Context: an optimization exercise on an open-source flow, tuned for small area and a short achievable clock period. The choices shown serve that exercise and are no tape-out recipe.
In this exercise RTL edits were held to simulation tests only and were not proved equivalent to the original.

Design systolic_array, start of the top module:
module systolic_array #(
    parameter M           = 5,
    parameter N           = 3,
    parameter K           = 4,
    parameter DATA_WIDTH  = 32
) (
    input clk,
    input rst_n,
    input [DATA_WIDTH*M-1:0] X,
    input [DATA_WIDTH*K-1:0] W,
    output reg [DATA_WIDTH*M*K-1:0] Y,
    output done
);
Settings: LEC_CHECK=0, ABC_AREA=1, CAP_MARGIN=20, CORE_MARGIN=2, CORE_UTILIZATION=60, CTS_CLUSTER_DIAMETER=100, CTS_CLUSTER_SIZE=24, PLACE_DENSITY=0.7, SETUP_SLACK_MARGIN=5, SLEW_MARGIN=20; clock period 8.5 ns.
standard.sh (not shown) runs the stock make flow with config.mk's settings and CLKGATE_MAP_FILE= SYNTH_SCRIPT=/design/flow/synth_recipe.tcl, a recipe that flattens the netlist after the stock synthesis.
==> flow/flow/run.sh <==
#!/bin/bash
# The standard layout with two changes:
#  - input and output ports are buffered with plain buffers (buf_2) instead
#    of the delay cells buffer_ports picks by default;
#  - after the standard synthesis, fa_polarity.py complements some full
#    adders (a full adder is self-dual) so that fewer inverters are needed
#    between them; registers and all other cells are unchanged.
set -euo pipefail
export BUFFER_PORTS_ARGS="-buffer_cell sky130_fd_sc_hd__buf_2"
RES=orfs/results/${FLOW_PLATFORM}/systolic_array/base
bash standard.sh synth > make_synth.log 2>&1
python3 flow/fa_polarity.py $RES/1_2_yosys.v $RES/1_2_yosys.pol.v > fa_polarity.log 2>&1
cp $RES/1_2_yosys.v 1_2_yosys.standard.v
mv $RES/1_2_yosys.pol.v $RES/1_2_yosys.v
rm -f $RES/1_synth.odb $RES/1_synth.sdc
bash standard.sh > make_layout.log 2>&1
Other scripts of this flow, unchanged in this note and not shown: flow/flow/fa_polarity.py
The first run went through all stages and came out clean.
Next try:
- CTS_CLUSTER_DIAMETER: 100 -> unset
- CTS_CLUSTER_SIZE: 24 -> unset
Cell count rose by 1.6%.
Maximum frequency barely changes.
Worst setup slack gets worse by 0.0066 ns.
Synthesized cell count stays the same.
Utilization is higher by 2.0 points.
Die area is unchanged.
Via count rose by 1.3%.

========
Setup of the previous run:
systolic_array, a different RTL version from the one above (not shown whole).
Size: about 930 I/O pins, roughly 0.12 sq mm of cells after synthesis.
==> flow/config.mk <==
export PLATFORM = sky130hd
export DESIGN_NAME = systolic_array
export DESIGN_NICKNAME = systolic_array
export VERILOG_FILES = /design/flow/design.v
export SDC_FILE = /design/flow/constraint.sdc
export NUM_CORES = 8
export LEC_CHECK = 0
export ABC_AREA = 1
export CAP_MARGIN = 20
export CORE_MARGIN = 2
export CORE_UTILIZATION = 50
export CTS_CLUSTER_DIAMETER = 150
export CTS_CLUSTER_SIZE = 20
export PLACE_DENSITY = 0.6
export SETUP_SLACK_MARGIN = 4.8
export SLEW_MARGIN = 20
export SYNTH_HIERARCHICAL = 1
==> flow/constraint.sdc <==
create_clock -name core_clock -period 8.5 [get_ports {clk}]
set_input_delay 1.7000 -clock core_clock [delete_from_list [all_inputs] [get_ports {clk}]]
set_output_delay 1.7000 -clock core_clock [all_outputs]
set_load 0.01 [all_outputs]
==> flow/flow/run.sh <==
#!/bin/bash
# The standard layout with two changes:
#  - input and output ports are buffered with plain buffers (buf_1) instead
#    of the delay cells buffer_ports picks by default;
#  - after the standard synthesis, fa_polarity.py complements some full
#    adders (a full adder is self-dual) so that fewer inverters are needed
#    between them; registers and all other cells are unchanged.
set -euo pipefail
export BUFFER_PORTS_ARGS="-buffer_cell sky130_fd_sc_hd__buf_1"
RES=orfs/results/${FLOW_PLATFORM}/systolic_array/base
bash standard.sh synth > make_synth.log 2>&1
python3 flow/fa_polarity.py $RES/1_2_yosys.v $RES/1_2_yosys.pol.v > fa_polarity.log 2>&1
cp $RES/1_2_yosys.v 1_2_yosys.standard.v
mv $RES/1_2_yosys.pol.v $RES/1_2_yosys.v
rm -f $RES/1_synth.odb $RES/1_synth.sdc
bash standard.sh > make_layout.log 2>&1
==> flow/flow/fa_polarity.py <==
#!/usr/bin/env python3
"""Remove inverters around full adders in a mapped netlist.

A full adder is self-dual: complementing its three inputs complements both
outputs.  This script chooses, for each sky130 fa cell, whether to use it in
complemented form so that as few inverters as possible are needed, removes
the netlist's inverters (inv/clkinv) and inserts one inverter per net that
still needs a complemented copy.  Registers, ports and every other cell are
left as they are; the netlist computes the same function.

usage: fa_polarity.py IN.v OUT.v
"""
import re, sys, random, collections

src = open(sys.argv[1]).read()
cell_re = re.compile(r'^(\s*)(sky130_fd_sc_hd__\w+)\s+(\S+)\s*\((.*?)\);\s*$', re.S | re.M)
pin_re = re.compile(r'\.(\w+)\(([^()]*)\)')
OUTPINS = {'X', 'Y', 'Q', 'Q_N', 'SUM', 'COUT', 'HI', 'LO'}

m = re.search(r'^\s*module\s+(\w+)\s*\(([^)]*)\);', src, re.M)
ports = set(p.strip() for p in m.group(2).split(','))
def is_port_net(n):
    base = n.split('[')[0].strip()
    return base in ports

cells = []   # [typ, name, pins(dict pin->net), span]
for mm in cell_re.finditer(src):
    typ = mm.group(2).split('__')[1]
    pins = {p: n.strip() for p, n in pin_re.findall(mm.group(4))}
    cells.append([typ, mm.group(3), pins, mm.span()])

def is_inv(t): return re.match(r'(clk)?inv_\d+$', t) is not None
def is_fa(t): return re.match(r'fa_\d+$', t) is not None

drv = {}
for i, (t, n, pins, _) in enumerate(cells):
    for p, net in pins.items():
        if p in OUTPINS:
            drv[net] = i
# inverters we may remove: those whose output is not a port
removable = set()
for i, (t, n, pins, _) in enumerate(cells):
    if is_inv(t) and not is_port_net(pins['Y']):
        removable.add(i)

def source(net):
    par = 0
    seen = 0
    while net in drv and drv[net] in removable:
        par ^= 1
        net = cells[drv[net]][2]['A']
        seen += 1
        assert seen < 100
    return net, par

# every input pin of a kept cell: (cell, pin, source net, parity)
uses = []
for i, (t, n, pins, _) in enumerate(cells):
    if i in removable:
        continue
    for p, net in pins.items():
        if p in OUTPINS:
            continue
        if not (net.startswith('_') or net.startswith('\\') or re.match(r'[A-Za-z]', net)):
            continue  # constants
        s, par = source(net)
        uses.append((i, p, s, par))

fas = [i for i, c in enumerate(cells) if is_fa(c[0])]
flip = collections.defaultdict(int)
bysrc = collections.defaultdict(list)
for u in uses:
    bysrc[u[2]].append(u)

def netcost(s):
    d = drv.get(s)
    fd = flip[d] if d is not None else 0
    need1 = any(par ^ fd ^ flip[i] for (i, p, _, par) in bysrc[s])
    return 1 if need1 else 0

famnets = collections.defaultdict(set)
for s, us in bysrc.items():
    d = drv.get(s)
    if d is not None and is_fa(cells[d][0]):
        famnets[d].add(s)
    for (i, p, _, par) in us:
        if is_fa(cells[i][0]):
            famnets[i].add(s)

def total():
    return sum(netcost(s) for s in bysrc)

before = total()
rng = random.Random(1)
best = before
order = list(fas)
for rnd in range(40):
    rng.shuffle(order)
    changed = False
    for f in order:
        nets = famnets[f]
        b = sum(netcost(s) for s in nets)
        flip[f] ^= 1
        a = sum(netcost(s) for s in nets)
        if a < b or (a == b and rng.random() < 0.3):
            changed = changed or a < b
        else:
            flip[f] ^= 1
    cur = total()
    if cur < best:
        best = cur
        bestflip = dict(flip)
    if rnd > 10 and not changed:
        break
if best < before:
    flip = collections.defaultdict(int, bestflip)
else:
    flip = collections.defaultdict(int)
after = total()

# rewrite
newinv = {}
newwires = []
def inverted(s):
    if s not in newinv:
        k = len(newinv)
        w = f"_polinv{k}_"
        newinv[s] = w
        newwires.append(w)
    return newinv[s]

out_cells = {}
for i, (t, n, pins, span) in enumerate(cells):
    if i in removable:
        out_cells[i] = None
        continue
    np = dict(pins)
    for p, net in pins.items():
        if p in OUTPINS:
            continue
    out_cells[i] = np
for (i, p, s, par) in uses:
    d = drv.get(s)
    fd = flip[d] if d is not None else 0
    need = par ^ fd ^ flip[i]
    out_cells[i][p] = inverted(s) if need else s

def esc(v):
    return v + " " if v.startswith("\\") else v

def fmt(t, n, pins, indent):
    body = ",\n".join(f"{indent}  .{p}({esc(v)})" for p, v in pins.items())
    return f"{indent}sky130_fd_sc_hd__{t} {n} (\n{body}\n{indent});"

pieces = []
last = 0
for i, (t, n, pins, span) in enumerate(cells):
    pieces.append(src[last:span[0]])
    last = span[1]
    if out_cells[i] is None:
        continue
    # keep original formatting of the instance, only pin values change
    indent = re.match(r'\s*', src[span[0]:span[1]]).group(0).lstrip('\n')
    pieces.append("\n" + fmt(t, n, out_cells[i], indent if indent else "  "))
pieces.append(src[last:])
text = "".join(pieces)
# declarations and new inverters
decl = "".join(f"  wire {w};\n" for w in newwires)
insts = "".join(f"  sky130_fd_sc_hd__inv_1 _polinvc{k}_ (\n    .A({esc(s)}),\n    .Y({w})\n  );\n"
                for k, (s, w) in enumerate(newinv.items()))
pos = text.rfind("endmodule")
text = text[:pos] + insts + text[pos:]
# wires right after the module's port list declarations: before first cell
first = cell_re.search(text).start()
text = text[:first] + "\n" + decl + text[first:]
open(sys.argv[2], "w").write(text)
print(f"fa_polarity: {len(fas)} full adders, {sum(flip.values())} complemented; "
      f"inverters {len(removable)} removable -> {len(newinv)} inserted (cost before flips {before})",
      file=sys.stderr)
#### Input delta (the current run over the previous run)
- an added GPL_TIMING_DRIVEN of 0
- a change of SETUP_SLACK_MARGIN from 4.8 to 5
-- flow/flow/fa_polarity.py --
<<< the previous run, line 3

A full adder is self-dual: complementing its three inputs complements both
outputs.  This script chooses, for each sky130 fa cell, whether to use it in
complemented form so that as few inverters as possible are needed, removes
the netlist's inverters (inv/clkinv) and inserts one inverter per net that
>>> the current run, line 3

A full adder is self-dual: complementing its three inputs complements both
outputs; an XOR gate absorbs an inverted input or output by becoming XNOR
(and back).  This script chooses, for each sky130 fa and xor/xnor cell, whether to use it in
complemented form so that as few inverters as possible are needed, removes
the netlist's inverters (inv/clkinv) and inserts one inverter per net that
<<< the previous run, line 32
def is_inv(t): return re.match(r'(clk)?inv_\d+$', t) is not None
def is_fa(t): return re.match(r'fa_\d+$', t) is not None

drv = {}
>>> the current run, line 33
def is_inv(t): return re.match(r'(clk)?inv_\d+$', t) is not None
def is_fa(t): return re.match(r'fa_\d+$', t) is not None
def is_xor(t): return re.match(r'x(n)?or2_[124]$', t) is not None

drv = {}
<<< the previous run, line 67
        uses.append((i, p, s, par))

fas = [i for i, c in enumerate(cells) if is_fa(c[0])]
flip = collections.defaultdict(int)
bysrc = collections.defaultdict(list)
>>> the current run, line 69
        uses.append((i, p, s, par))

fas = [i for i, c in enumerate(cells) if is_fa(c[0]) or is_xor(c[0])]
flip = collections.defaultdict(int)
bysrc = collections.defaultdict(list)
<<< the previous run, line 76
    d = drv.get(s)
    fd = flip[d] if d is not None else 0
    need1 = any(par ^ fd ^ flip[i] for (i, p, _, par) in bysrc[s])
    return 1 if need1 else 0

>>> the current run, line 78
    d = drv.get(s)
    fd = flip[d] if d is not None else 0
    need1 = any(par ^ fd ^ flip[i] for (i, p, _, par) in bysrc[s] if not is_xor(cells[i][0]))
    return 1 if need1 else 0

<<< the previous run, line 82
for s, us in bysrc.items():
    d = drv.get(s)
    if d is not None and is_fa(cells[d][0]):
        famnets[d].add(s)
    for (i, p, _, par) in us:
>>> the current run, line 84
for s, us in bysrc.items():
    d = drv.get(s)
    if d is not None and (is_fa(cells[d][0]) or is_xor(cells[d][0])):
        famnets[d].add(s)
    for (i, p, _, par) in us:
<<< the previous run, line 140
            continue
    out_cells[i] = np
for (i, p, s, par) in uses:
    d = drv.get(s)
    fd = flip[d] if d is not None else 0
    need = par ^ fd ^ flip[i]
    out_cells[i][p] = inverted(s) if need else s

def esc(v):
>>> the current run, line 142
            continue
    out_cells[i] = np
xtog = collections.defaultdict(int)
for (i, p, s, par) in uses:
    d = drv.get(s)
    fd = flip[d] if d is not None else 0
    if is_xor(cells[i][0]):
        xtog[i] ^= par ^ fd
        out_cells[i][p] = s
        continue
    need = par ^ fd ^ flip[i]
    out_cells[i][p] = inverted(s) if need else s
for i, c in enumerate(cells):
    if is_xor(c[0]) and (xtog[i] ^ flip[i]):
        c[0] = c[0].replace("xnor2", "XX").replace("xor2", "xnor2").replace("XX", "xor2")
        pn = out_cells[i]
        if "X" in pn:
            out_cells[i] = {("Y" if k == "X" else k): v for k, v in pn.items()}
        else:
            out_cells[i] = {("X" if k == "Y" else k): v for k, v in pn.items()}

def esc(v):
### Flow results
The previous run reports its highest-delay cell along the critical path as sky130_fd_sc_hd__dfxtp_1 while the current run reports sky130_fd_sc_hd__fa_1. Sort the previous run and the current run by growth of design area from synthesis to finish, ascending, and the previous run comes first. Taking the previous run as the reference, in the current run count of flip-flops and latches barely changed; worst setup slack dropped 0.094 ns; count of final setup violators barely changed; via count climbed 16%. The worst path arrival time of the current run exceeds that of the previous run by 0.12 ns.

========
Starting RTL as in the previous note.
export LEC_CHECK = 0
export ABC_AREA = 1
export CAP_MARGIN = 20
export CORE_MARGIN = 2
export CORE_UTILIZATION = 50
export CTS_CLUSTER_DIAMETER = 150
export CTS_CLUSTER_SIZE = 20
export PLACE_DENSITY = 0.6
export SETUP_SLACK_MARGIN = 5
export SLEW_MARGIN = 20
export SYNTH_HIERARCHICAL = 1
create_clock -name core_clock -period 8.5 [get_ports {clk}]
==> flow/flow/fa_polarity.py <==
#!/usr/bin/env python3
"""Remove inverters around full adders in a mapped netlist.

A full adder is self-dual: complementing its three inputs complements both
outputs; an XOR gate absorbs an inverted input or output by becoming XNOR
(and back).
outputs.  This script chooses, for each sky130 fa cell, whether to use it in
complemented form so that as few inverters as possible are needed, removes
the netlist's inverters (inv/clkinv) and inserts one inverter per net that
still needs a complemented copy.  Registers, ports and every other cell are
left as they are; the netlist computes the same function.

usage: fa_polarity.py IN.v OUT.v
"""
import re, sys, random, collections

src = open(sys.argv[1]).read()
cell_re = re.compile(r'^(\s*)(sky130_fd_sc_hd__\w+)\s+(\S+)\s*\((.*?)\);\s*$', re.S | re.M)
pin_re = re.compile(r'\.(\w+)\(([^()]*)\)')
OUTPINS = {'X', 'Y', 'Q', 'Q_N', 'SUM', 'COUT', 'HI', 'LO'}

m = re.search(r'^\s*module\s+(\w+)\s*\(([^)]*)\);', src, re.M)
ports = set(p.strip() for p in m.group(2).split(','))
def is_port_net(n):
    base = n.split('[')[0].strip()
    return base in ports

cells = []   # [typ, name, pins(dict pin->net), span]
for mm in cell_re.finditer(src):
    typ = mm.group(2).split('__')[1]
    pins = {p: n.strip() for p, n in pin_re.findall(mm.group(4))}
    cells.append([typ, mm.group(3), pins, mm.span()])

def is_inv(t): return re.match(r'(clk)?inv_\d+$', t) is not None
def is_fa(t): return re.match(r'fa_\d+$', t) is not None
def is_xor(t): return re.match(r'x(n)?or2_[124]$', t) is not None

drv = {}
for i, (t, n, pins, _) in enumerate(cells):
    for p, net in pins.items():
        if p in OUTPINS:
            drv[net] = i
# inverters we may remove: those whose output is not a port
removable = set()
for i, (t, n, pins, _) in enumerate(cells):
    if is_inv(t) and not is_port_net(pins['Y']):
        removable.add(i)

def source(net):
    par = 0
    seen = 0
    while net in drv and drv[net] in removable:
        par ^= 1
        net = cells[drv[net]][2]['A']
        seen += 1
        assert seen < 100
    return net, par

# every input pin of a kept cell: (cell, pin, source net, parity)
uses = []
for i, (t, n, pins, _) in enumerate(cells):
    if i in removable:
        continue
    for p, net in pins.items():
        if p in OUTPINS:
            continue
        if not (net.startswith('_') or net.startswith('\\') or re.match(r'[A-Za-z]', net)):
            continue  # constants
        s, par = source(net)
        uses.append((i, p, s, par))

fas = [i for i, c in enumerate(cells) if is_fa(c[0]) or is_xor(c[0])]
flip = collections.defaultdict(int)
bysrc = collections.defaultdict(list)
for u in uses:
    bysrc[u[2]].append(u)

def netcost(s):
    d = drv.get(s)
    fd = flip[d] if d is not None else 0
    need1 = any(par ^ fd ^ flip[i] for (i, p, _, par) in bysrc[s] if not is_xor(cells[i][0]))
    return 1 if need1 else 0

famnets = collections.defaultdict(set)
for s, us in bysrc.items():
    d = drv.get(s)
    if d is not None and (is_fa(cells[d][0]) or is_xor(cells[d][0])):
        famnets[d].add(s)
    for (i, p, _, par) in us:
        if is_fa(cells[i][0]):
            famnets[i].add(s)

def total():
    return sum(netcost(s) for s in bysrc)

before = total()
rng = random.Random(1)
best = before
order = list(fas)
for rnd in range(40):
    rng.shuffle(order)
    changed = False
    for f in order:
        nets = famnets[f]
        b = sum(netcost(s) for s in nets)
        flip[f] ^= 1
        a = sum(netcost(s) for s in nets)
        if a < b or (a == b and rng.random() < 0.3):
            changed = changed or a < b
        else:
            flip[f] ^= 1
    cur = total()
    if cur < best:
        best = cur
        bestflip = dict(flip)
    if rnd > 10 and not changed:
        break
if best < before:
    flip = collections.defaultdict(int, bestflip)
else:
    flip = collections.defaultdict(int)
after = total()

# rewrite
newinv = {}
newwires = []
def inverted(s):
    if s not in newinv:
        k = len(newinv)
        w = f"_polinv{k}_"
        newinv[s] = w
        newwires.append(w)
    return newinv[s]

out_cells = {}
for i, (t, n, pins, span) in enumerate(cells):
    if i in removable:
        out_cells[i] = None
        continue
    np = dict(pins)
    for p, net in pins.items():
        if p in OUTPINS:
            continue
    out_cells[i] = np
xtog = collections.defaultdict(int)
for (i, p, s, par) in uses:
    d = drv.get(s)
    fd = flip[d] if d is not None else 0
    if is_xor(cells[i][0]):
        xtog[i] ^= par ^ fd
        out_cells[i][p] = s
        continue
    need = par ^ fd ^ flip[i]
    out_cells[i][p] = inverted(s) if need else s
for i, c in enumerate(cells):
    if is_xor(c[0]) and (xtog[i] ^ flip[i]):
        c[0] = c[0].replace("xnor2", "XX").replace("xor2", "xnor2").replace("XX", "xor2")
        pn = out_cells[i]
        if "X" in pn:
            out_cells[i] = {("Y" if k == "X" else k): v for k, v in pn.items()}
        else:
            out_cells[i] = {("X" if k == "Y" else k): v for k, v in pn.items()}

def esc(v):
    return v + " " if v.startswith("\\") else v

def fmt(t, n, pins, indent):
    body = ",\n".join(f"{indent}  .{p}({esc(v)})" for p, v in pins.items())
    return f"{indent}sky130_fd_sc_hd__{t} {n} (\n{body}\n{indent});"

pieces = []
last = 0
for i, (t, n, pins, span) in enumerate(cells):
    pieces.append(src[last:span[0]])
    last = span[1]
    if out_cells[i] is None:
        continue
    # keep original formatting of the instance, only pin values change
    indent = re.match(r'\s*', src[span[0]:span[1]]).group(0).lstrip('\n')
    pieces.append("\n" + fmt(t, n, out_cells[i], indent if indent else "  "))
pieces.append(src[last:])
text = "".join(pieces)
# declarations and new inverters
decl = "".join(f"  wire {w};\n" for w in newwires)
insts = "".join(f"  sky130_fd_sc_hd__inv_1 _polinvc{k}_ (\n    .A({esc(s)}),\n    .Y({w})\n  );\n"
                for k, (s, w) in enumerate(newinv.items()))
pos = text.rfind("endmodule")
text = text[:pos] + insts + text[pos:]
# wires right after the module's port list declarations: before first cell
first = cell_re.search(text).start()
text = text[:first] + "\n" + decl + text[first:]
open(sys.argv[2], "w").write(text)
print(f"fa_polarity: {len(fas)} full adders, {sum(flip.values())} complemented; "
      f"inverters {len(removable)} removable -> {len(newinv)} inserted (cost before flips {before})",
      file=sys.stderr)
Scripts as last shown in full above: flow/flow/run.sh
Rerun with:
--- a/flow/flow/fa_polarity.py
+++ b/flow/flow/fa_polarity.py
@@ -3,6 +3,4 @@
 
 A full adder is self-dual: complementing its three inputs complements both
-outputs; an XOR gate absorbs an inverted input or output by becoming XNOR
-(and back).
 outputs.  This script chooses, for each sky130 fa cell, whether to use it in
 complemented form so that as few inverters as possible are needed, removes
@@ -34,5 +32,4 @@
 def is_inv(t): return re.match(r'(clk)?inv_\d+$', t) is not None
 def is_fa(t): return re.match(r'fa_\d+$', t) is not None
-def is_xor(t): return re.match(r'x(n)?or2_[124]$', t) is not None
 
 drv = {}
@@ -70,5 +67,5 @@
         uses.append((i, p, s, par))
 
-fas = [i for i, c in enumerate(cells) if is_fa(c[0]) or is_xor(c[0])]
+fas = [i for i, c in enumerate(cells) if is_fa(c[0])]
 flip = collections.defaultdict(int)
 bysrc = collections.defaultdict(list)
@@ -79,5 +76,5 @@
     d = drv.get(s)
     fd = flip[d] if d is not None else 0
-    need1 = any(par ^ fd ^ flip[i] for (i, p, _, par) in bysrc[s] if not is_xor(cells[i][0]))
+    need1 = any(par ^ fd ^ flip[i] for (i, p, _, par) in bysrc[s])
     return 1 if need1 else 0
 
@@ -85,5 +82,5 @@
 for s, us in bysrc.items():
     d = drv.get(s)
-    if d is not None and (is_fa(cells[d][0]) or is_xor(cells[d][0])):
+    if d is not None and is_fa(cells[d][0]):
         famnets[d].add(s)
     for (i, p, _, par) in us:
@@ -143,22 +140,9 @@
             continue
     out_cells[i] = np
-xtog = collections.defaultdict(int)
 for (i, p, s, par) in uses:
     d = drv.get(s)
     fd = flip[d] if d is not None else 0
-    if is_xor(cells[i][0]):
-        xtog[i] ^= par ^ fd
-        out_cells[i][p] = s
-        continue
     need = par ^ fd ^ flip[i]
     out_cells[i][p] = inverted(s) if need else s
-for i, c in enumerate(cells):
-    if is_xor(c[0]) and (xtog[i] ^ flip[i]):
-        c[0] = c[0].replace("xnor2", "XX").replace("xor2", "xnor2").replace("XX", "xor2")
-        pn = out_cells[i]
-        if "X" in pn:
-            out_cells[i] = {("Y" if k == "X" else k): v for k, v in pn.items()}
-        else:
-            out_cells[i] = {("X" if k == "Y" else k): v for k, v in pn.items()}
 
 def esc(v):
CORE_UTILIZATION = 48   (was 50)
PLACE_DENSITY = 0.58   (was 0.6)
=> Global-route usage came out lower by 1.2 points. Die area came out higher by 4.4%. Setup slack gains 0.022 ns. Routed wire length came out higher by 1.4%.
Rerun with:
--- a/flow/flow/fa_polarity.py
+++ b/flow/flow/fa_polarity.py
@@ -3,5 +3,6 @@
 
 A full adder is self-dual: complementing its three inputs complements both
-outputs.  This script chooses, for each sky130 fa cell, whether to use it in
+outputs; an XOR gate absorbs an inverted input or output by becoming XNOR
+(and back).  This script chooses, for each sky130 fa and xor/xnor cell, whether to use it in
 complemented form so that as few inverters as possible are needed, removes
 the netlist's inverters (inv/clkinv) and inserts one inverter per net that
@@ -32,4 +33,5 @@
 def is_inv(t): return re.match(r'(clk)?inv_\d+$', t) is not None
 def is_fa(t): return re.match(r'fa_\d+$', t) is not None
+def is_xor(t): return re.match(r'x(n)?or2_[124]$', t) is not None
 
 drv = {}
@@ -67,5 +69,5 @@
         uses.append((i, p, s, par))
 
-fas = [i for i, c in enumerate(cells) if is_fa(c[0])]
+fas = [i for i, c in enumerate(cells) if is_fa(c[0]) or is_xor(c[0])]
 flip = collections.defaultdict(int)
 bysrc = collections.defaultdict(list)
@@ -76,5 +78,5 @@
     d = drv.get(s)
     fd = flip[d] if d is not None else 0
-    need1 = any(par ^ fd ^ flip[i] for (i, p, _, par) in bysrc[s])
+    need1 = any(par ^ fd ^ flip[i] for (i, p, _, par) in bysrc[s] if not is_xor(cells[i][0]))
     return 1 if need1 else 0
 
@@ -82,5 +84,5 @@
 for s, us in bysrc.items():
     d = drv.get(s)
-    if d is not None and is_fa(cells[d][0]):
+    if d is not None and (is_fa(cells[d][0]) or is_xor(cells[d][0])):
         famnets[d].add(s)
     for (i, p, _, par) in us:
@@ -140,9 +142,22 @@
             continue
     out_cells[i] = np
+xtog = collections.defaultdict(int)
 for (i, p, s, par) in uses:
     d = drv.get(s)
     fd = flip[d] if d is not None else 0
+    if is_xor(cells[i][0]):
+        xtog[i] ^= par ^ fd
+        out_cells[i][p] = s
+        continue
     need = par ^ fd ^ flip[i]
     out_cells[i][p] = inverted(s) if need else s
+for i, c in enumerate(cells):
+    if is_xor(c[0]) and (xtog[i] ^ flip[i]):
+        c[0] = c[0].replace("xnor2", "XX").replace("xor2", "xnor2").replace("XX", "xor2")
+        pn = out_cells[i]
+        if "X" in pn:
+            out_cells[i] = {("Y" if k == "X" else k): v for k, v in pn.items()}
+        else:
+            out_cells[i] = {("X" if k == "Y" else k): v for k, v in pn.items()}
 
 def esc(v):
CORE_UTILIZATION = 50   (was 48)
PLACE_DENSITY = 0.6   (was 0.58)
Clock-buffer cell count went up by 6.
Non-clock buffer count decreases by 108.
Final cell count went down by 2.2%.
Maximum frequency went down by 0.62%.
First-iteration DRC count came out lower by 6.8%.
Via count is lower by 0.55%.
Worst setup slack loses 0.022 ns.
Utilization goes up by 1.8 points.
Area after synthesis hardly moves.
Rerun with:
--- a/flow/flow/fa_polarity.py
+++ b/flow/flow/fa_polarity.py
@@ -3,6 +3,5 @@
 
 A full adder is self-dual: complementing its three inputs complements both
-outputs; an XOR gate absorbs an inverted input or output by becoming XNOR
-(and back).  This script chooses, for each sky130 fa and xor/xnor cell, whether to use it in
+outputs.  This script chooses, for each sky130 fa cell, whether to use it in
 complemented form so that as few inverters as possible are needed, removes
 the netlist's inverters (inv/clkinv) and inserts one inverter per net that
@@ -33,5 +32,4 @@
 def is_inv(t): return re.match(r'(clk)?inv_\d+$', t) is not None
 def is_fa(t): return re.match(r'fa_\d+$', t) is not None
-def is_xor(t): return re.match(r'x(n)?or2_[124]$', t) is not None
 
 drv = {}
@@ -69,5 +67,5 @@
         uses.append((i, p, s, par))
 
-fas = [i for i, c in enumerate(cells) if is_fa(c[0]) or is_xor(c[0])]
+fas = [i for i, c in enumerate(cells) if is_fa(c[0])]
 flip = collections.defaultdict(int)
 bysrc = collections.defaultdict(list)
@@ -78,5 +76,5 @@
     d = drv.get(s)
     fd = flip[d] if d is not None else 0
-    need1 = any(par ^ fd ^ flip[i] for (i, p, _, par) in bysrc[s] if not is_xor(cells[i][0]))
+    need1 = any(par ^ fd ^ flip[i] for (i, p, _, par) in bysrc[s])
     return 1 if need1 else 0
 
@@ -84,5 +82,5 @@
 for s, us in bysrc.items():
     d = drv.get(s)
-    if d is not None and (is_fa(cells[d][0]) or is_xor(cells[d][0])):
+    if d is not None and is_fa(cells[d][0]):
         famnets[d].add(s)
     for (i, p, _, par) in us:
@@ -142,22 +140,9 @@
             continue
     out_cells[i] = np
-xtog = collections.defaultdict(int)
 for (i, p, s, par) in uses:
     d = drv.get(s)
     fd = flip[d] if d is not None else 0
-    if is_xor(cells[i][0]):
-        xtog[i] ^= par ^ fd
-        out_cells[i][p] = s
-        continue
     need = par ^ fd ^ flip[i]
     out_cells[i][p] = inverted(s) if need else s
-for i, c in enumerate(cells):
-    if is_xor(c[0]) and (xtog[i] ^ flip[i]):
-        c[0] = c[0].replace("xnor2", "XX").replace("xor2", "xnor2").replace("XX", "xor2")
-        pn = out_cells[i]
-        if "X" in pn:
-            out_cells[i] = {("Y" if k == "X" else k): v for k, v in pn.items()}
-        else:
-            out_cells[i] = {("X" if k == "Y" else k): v for k, v in pn.items()}
 
 def esc(v):
CORE_UTILIZATION = 55   (was 50)
PLACE_DENSITY = 0.65   (was 0.6)
=> Worst setup slack is about the same; count of clock-buffer cells in the layout rose by 3; non-clock buffer count rose by 151.
Rerun with:
--- a/flow/flow/fa_polarity.py
+++ b/flow/flow/fa_polarity.py
@@ -3,5 +3,6 @@
 
 A full adder is self-dual: complementing its three inputs complements both
-outputs.  This script chooses, for each sky130 fa cell, whether to use it in
+outputs; an XOR gate absorbs an inverted input or output by becoming XNOR
+(and back).  This script chooses, for each sky130 fa and xor/xnor cell, whether to use it in
 complemented form so that as few inverters as possible are needed, removes
 the netlist's inverters (inv/clkinv) and inserts one inverter per net that
@@ -32,4 +33,5 @@
 def is_inv(t): return re.match(r'(clk)?inv_\d+$', t) is not None
 def is_fa(t): return re.match(r'fa_\d+$', t) is not None
+def is_xor(t): return re.match(r'x(n)?or2_[124]$', t) is not None
 
 drv = {}
@@ -67,5 +69,5 @@
         uses.append((i, p, s, par))
 
-fas = [i for i, c in enumerate(cells) if is_fa(c[0])]
+fas = [i for i, c in enumerate(cells) if is_fa(c[0]) or is_xor(c[0])]
 flip = collections.defaultdict(int)
 bysrc = collections.defaultdict(list)
@@ -76,5 +78,5 @@
     d = drv.get(s)
     fd = flip[d] if d is not None else 0
-    need1 = any(par ^ fd ^ flip[i] for (i, p, _, par) in bysrc[s])
+    need1 = any(par ^ fd ^ flip[i] for (i, p, _, par) in bysrc[s] if not is_xor(cells[i][0]))
     return 1 if need1 else 0
 
@@ -82,5 +84,5 @@
 for s, us in bysrc.items():
     d = drv.get(s)
-    if d is not None and is_fa(cells[d][0]):
+    if d is not None and (is_fa(cells[d][0]) or is_xor(cells[d][0])):
         famnets[d].add(s)
     for (i, p, _, par) in us:
@@ -140,9 +142,22 @@
             continue
     out_cells[i] = np
+xtog = collections.defaultdict(int)
 for (i, p, s, par) in uses:
     d = drv.get(s)
     fd = flip[d] if d is not None else 0
+    if is_xor(cells[i][0]):
+        xtog[i] ^= par ^ fd
+        out_cells[i][p] = s
+        continue
     need = par ^ fd ^ flip[i]
     out_cells[i][p] = inverted(s) if need else s
+for i, c in enumerate(cells):
+    if is_xor(c[0]) and (xtog[i] ^ flip[i]):
+        c[0] = c[0].replace("xnor2", "XX").replace("xor2", "xnor2").replace("XX", "xor2")
+        pn = out_cells[i]
+        if "X" in pn:
+            out_cells[i] = {("Y" if k == "X" else k): v for k, v in pn.items()}
+        else:
+            out_cells[i] = {("X" if k == "Y" else k): v for k, v in pn.items()}
 
 def esc(v):
CORE_UTILIZATION = 50   (was 55)
GPL_ROUTABILITY_DRIVEN = 0   (was unset)
PLACE_DENSITY = 0.6   (was 0.65)
After rerunning:
- die area is higher by about 10%
- synthesized area stays flat
- setup slack improves by 0.013 ns
- hold slack degrades by 0.033 ns
- first-iteration DRC count is lower by about 8%

afterwards: timing with drivers on the ports:
In the flow no input, the clock included, has a driving cell. The finished layouts below were timed again as built, in two steps. Step 1, drivers: a clkbuf_16 drives clk and a buf_2 each remaining input, both assumed. Step 2 also shifts input and output timing later by t, the mid clock arrival at the registers, as if the neighbouring blocks saw the same clock. Three values: ideal, step 1, step 2; two values: the first two.
run | t (ns) | setup slack, ns | pins driven straight from the clock port
the first run of note 1 | 0.933 | 4.882 / 4.882 / 4.882 | 1
the second run of note 1 | 1.014 | 4.876 / 4.876 / 4.876 | 1
the previous run | 0.941 | 4.817 / 4.817 / 4.817 | 1
the current run | 0.981 | 4.723 / 4.723 / 4.723 | 1
the first run of note 3 | 0.956 | 4.996 / 4.897 / 4.996 | 1
the second run of note 3 | 0.944 | 5.018 / 4.957 / 5.018 | 1
the third run of note 3 | 0.956 | 4.996 / 4.897 / 4.996 | 1
the fourth run of note 3 | 0.932 | 4.998 / 4.897 / 5.003 | 1
the fifth run of note 3 | 0.955 | 5.011 / 4.912 / 5.011 | 1
After both steps every run listed still meets setup and hold.
